Background: an optimization exercise with open tools, aiming at small area. Do not read the settings as production practice. In this exercise RTL edits were held to simulation tests only and were not proved equivalent to the original. The clock port is modelled as an ideal driver; clocking choices that lean on that would not hold on a real chip. Power is estimated from default activity; no workload was simulated.

Setup of exp/quartz:
## srcc
module srcc( clk,reset,level,user1_up,user1_down,user2_up,user2_down ,col,row
        ,centre_r,centre_c,movement
         );
==> flow/config.mk <==
export PLATFORM = sky130hd
export DESIGN_NAME = srcc
export DESIGN_NICKNAME = srcc
export VERILOG_FILES = /design/flow/design.v
export SDC_FILE = /design/flow/constraint.sdc
export NUM_CORES = 4
export LEC_CHECK = 0
export CAP_MARGIN = 0
export CORE_MARGIN = 2
export CORE_UTILIZATION = 40
export SLEW_MARGIN = 0
==> flow/constraint.sdc <==
create_clock -name core_clock -period 8.0 [get_ports {clk}]
set_input_delay 1.6000 -clock core_clock [delete_from_list [all_inputs] [get_ports {clk}]]
set_output_delay 1.6000 -clock core_clock [all_outputs]
set_load 0.01 [all_outputs]
standard.sh (not shown) runs the stock make flow with config.mk's settings and CLKGATE_MAP_FILE= SYNTH_SCRIPT=/design/flow/synth_recipe.tcl, a recipe that flattens the netlist after the stock synthesis.
==> flow/flow/run.sh <==
#!/bin/bash
# Own layout flow: the standard ORFS flow (standard.sh's make call) with
#  - the standard synthesis script, except that adders are left to ABC and
#    ABC runs an area-oriented script (flow/abc_area.script; if ABC fails on
#    it, flow/abc_safe.script);
#  - the smallest buffer for the port buffers;
#  - no dummy loads in clock tree synthesis, and clock buffers then sized
#    down while the clock-pin slew estimate allows (flow/post_cts.tcl).
# The make output goes to flow.log; each ORFS step logs to orfs/logs/.
set -euo pipefail
W=$(pwd)
F=$W/flow

mk_synth() {
  sed "s|log_cmd abc {\*}\$abc_args|set abc_args [lreplace \$abc_args 1 1 $1]\n  log_cmd abc {*}\$abc_args|" \
      "$FLOW_HOME/scripts/synth.tcl" > "$W/synth_own.tcl"
  grep -q "$1" "$W/synth_own.tcl"
}
mk_synth "$F/abc_area.script"
sed "s|\$::env(SCRIPTS_DIR)/synth.tcl|$W/synth_own.tcl|" "$W/synth_recipe.tcl" > "$W/synth_top.tcl"
grep -q "$W/synth_own.tcl" "$W/synth_top.tcl"

sed -e "s|SYNTH_SCRIPT=[^ ]*|SYNTH_SCRIPT=$W/synth_top.tcl ADDER_MAP_FILE= BUFFER_PORTS_ARGS='-buffer_cell sky130_fd_sc_hd__buf_1' POST_CTS_TCL=$F/post_cts.tcl CTS_ARGS='-sink_clustering_enable -repair_clock_nets -dont_use_dummy_load -buf_list sky130_fd_sc_hd__clkbuf_8 -root_buf sky130_fd_sc_hd__clkbuf_8'|" \
    "$W/standard.sh" > "$W/own.sh"
grep -q "synth_top.tcl" "$W/own.sh"

if ! bash "$W/own.sh" synth > "$W/synth.log" 2>&1; then
  mk_synth "$F/abc_safe.script"
  bash "$W/own.sh" synth > "$W/synth_safe.log" 2>&1
fi
bash "$W/own.sh" > "$W/flow.log" 2>&1
Other scripts of this flow, unchanged in this note and not shown: flow/flow/abc_area.script, flow/flow/abc_safe.script, flow/flow/post_cts.tcl
Input-level comparison between exp/tundra and exp/quartz:
# exp/quartz
export LEC_CHECK = 0
export CAP_MARGIN = 0
export CORE_MARGIN = 2
export CORE_UTILIZATION = 40
export SLEW_MARGIN = 0
create_clock -name core_clock -period 8.0 [get_ports {clk}]
# exp/tundra
export LEC_CHECK = 0
export CAP_MARGIN = 20
export CORE_MARGIN = 2
export CORE_UTILIZATION = 40
export SLEW_MARGIN = 20
create_clock -name core_clock -period 8.0 [get_ports {clk}]
Results
Footprint of the multi-input gates: exp/tundra vs exp/quartz identical
Delta (exp/tundra minus exp/quartz): total number of sequential cells saw little to no change; starting utilization of the core area has remained practically unchanged; number of non-filler instances in the completed layout did not really move; overall routing resource usage saw little to no change; per-instance average area after synthesis was more or less identical.
Between exp/quartz and exp/tundra, the routability congestion estimate from global placement figures differ only marginally.
Diff exp/quartz..exp/tundra | number of antenna violations at the first check in global routing | unchanged
Final clock skew across exp/quartz and exp/tundra: no real change.

JK:
srcc again, from the RTL that the note above started with.
==> flow/config.mk <==
export PLATFORM = sky130hd
export DESIGN_NAME = srcc
export DESIGN_NICKNAME = srcc
export VERILOG_FILES = /design/flow/design.v
export SDC_FILE = /design/flow/constraint.sdc
export NUM_CORES = 4
export LEC_CHECK = 0
export CAP_MARGIN = 20
export CORE_MARGIN = 2
export CORE_UTILIZATION = 40
export SLEW_MARGIN = 20
==> flow/constraint.sdc <==
create_clock -name core_clock -period 8.0 [get_ports {clk}]
set_input_delay 1.6000 -clock core_clock [delete_from_list [all_inputs] [get_ports {clk}]]
set_output_delay 1.6000 -clock core_clock [all_outputs]
set_load 0.01 [all_outputs]
==> flow/flow/abc_area.script <==
strash
&get -n
&deepsyn -T 20
&put
strash
dch -f
amap
mfs2
strash
dch -f
amap
mfs3 -ae
strash
dch -f
amap
==> flow/flow/abc_safe.script <==
strash
dch -f
amap
mfs2
strash
dch -f
amap
mfs2
strash
dch -f
amap
mfs2
strash
dch -f
amap
==> flow/flow/post_cts.tcl <==
# Post-CTS: clock buffers one at a time are tried at smaller sizes and kept at
# the smallest whose estimated worst clock-pin slew stays under the limit.
proc clk_max_slew {} {
  set mx 0
  foreach i [[ord::get_db_block] getInsts] {
    if {[$i findITerm CLK] != "NULL"} {
      set p [get_pins [$i getName]/CLK]
      foreach rf {rise fall} { set s [get_property $p slew_max_$rf]; if {$s > $mx} {set mx $s} }
    }
  }
  return $mx
}
set slew_limit 0.125
estimate_parasitics -placement
puts "CLKSLEW before [clk_max_slew]"
foreach i [[ord::get_db_block] getInsts] {
  set n [$i getName]
  if {[string match clkbuf_*clk $n]} {
    foreach size {clkbuf_1 clkbuf_2 clkbuf_4} {
      set old [[$i getMaster] getName]
      replace_cell $n sky130_fd_sc_hd__$size
      estimate_parasitics -placement
      set s [clk_max_slew]
      if {$s > $slew_limit} {
        replace_cell $n $old
        estimate_parasitics -placement
      } else {
        puts "clock buffer $n: $size (worst clock-pin slew estimate $s)"
        break
      }
    }
  }
}
detailed_placement
check_placement
estimate_parasitics -placement
puts "CLKSLEW after [clk_max_slew]"
Scripts as last shown in full above: flow/flow/run.sh
JK ran to completion and came out clean on the timing, DRC and antenna checks.
> inputs changed (JK -> MS)
diff --git a/flow/flow/run.sh b/flow/flow/run.sh
--- a/flow/flow/run.sh
+++ b/flow/flow/run.sh
@@ -5,6 +5,5 @@
 #    it, flow/abc_safe.script);
 #  - the smallest buffer for the port buffers;
-#  - no dummy loads in clock tree synthesis, and clock buffers then sized
-#    down while the clock-pin slew estimate allows (flow/post_cts.tcl).
+#  - no dummy loads in clock tree synthesis.
 # The make output goes to flow.log; each ORFS step logs to orfs/logs/.
 set -euo pipefail
@@ -21,5 +20,5 @@
 grep -q "$W/synth_own.tcl" "$W/synth_top.tcl"
 
-sed -e "s|SYNTH_SCRIPT=[^ ]*|SYNTH_SCRIPT=$W/synth_top.tcl ADDER_MAP_FILE= BUFFER_PORTS_ARGS='-buffer_cell sky130_fd_sc_hd__buf_1' POST_CTS_TCL=$F/post_cts.tcl CTS_ARGS='-sink_clustering_enable -repair_clock_nets -dont_use_dummy_load -buf_list sky130_fd_sc_hd__clkbuf_8 -root_buf sky130_fd_sc_hd__clkbuf_8'|" \
+sed -e "s|SYNTH_SCRIPT=[^ ]*|SYNTH_SCRIPT=$W/synth_top.tcl ADDER_MAP_FILE= BUFFER_PORTS_ARGS='-buffer_cell sky130_fd_sc_hd__buf_1' CTS_ARGS='-sink_clustering_enable -repair_clock_nets -dont_use_dummy_load -buf_list sky130_fd_sc_hd__clkbuf_8 -root_buf sky130_fd_sc_hd__clkbuf_8'|" \
     "$W/standard.sh" > "$W/own.sh"
 grep -q "synth_top.tcl" "$W/own.sh"
removed: flow/flow/post_cts.tcl
==> comparison <==
JK and MS ended up with nearly the same routed wire length. Measured against MS, the total power after layout of JK comes out at 0.946 times the reference value. On total global routing track utilization, JK and MS are neck and neck. MS against JK: number of fill cells in the layout shrank by 2; total non-filler cell area in the finished layout grew by 23 µm²; via count shrank by 0.36%. In the reports for JK and MS, the larger sequential share of layout area belongs to JK. Clock network power share sits higher in MS than in JK. Final setup slack of the worst path came out higher on MS than on JK.

## port drivers added, routing unchanged
How much do the figures lean on ideal ports? The routed layouts below were timed once more, with nothing changed but the port constraints. Step 1 sets driving cells, clkbuf_16 on the clock port and buf_2 on the other inputs (assumed; they add their load-dependent delay and slew). Step 2, shift: input delay + t, output delay - t, t = (earliest + latest rising clock arrival at the registers) / 2. This alone moves slack from input paths to output paths. Three values: ideal ports, drivers, drivers and shift; two values: the first two.
run	shift t [ns]	setup slack, ns	pins driven straight from the clock port
exp/quartz	0.529	4.129 / 4.104 / 4.633	1
exp/tundra	0.529	4.129 / 4.104 / 4.633	1
JK	0.516	4.147 / 4.121 / 4.637	1
MS	0.313	4.375 / 4.347 / 4.660	1
After both steps setup and hold are still met in every run listed.
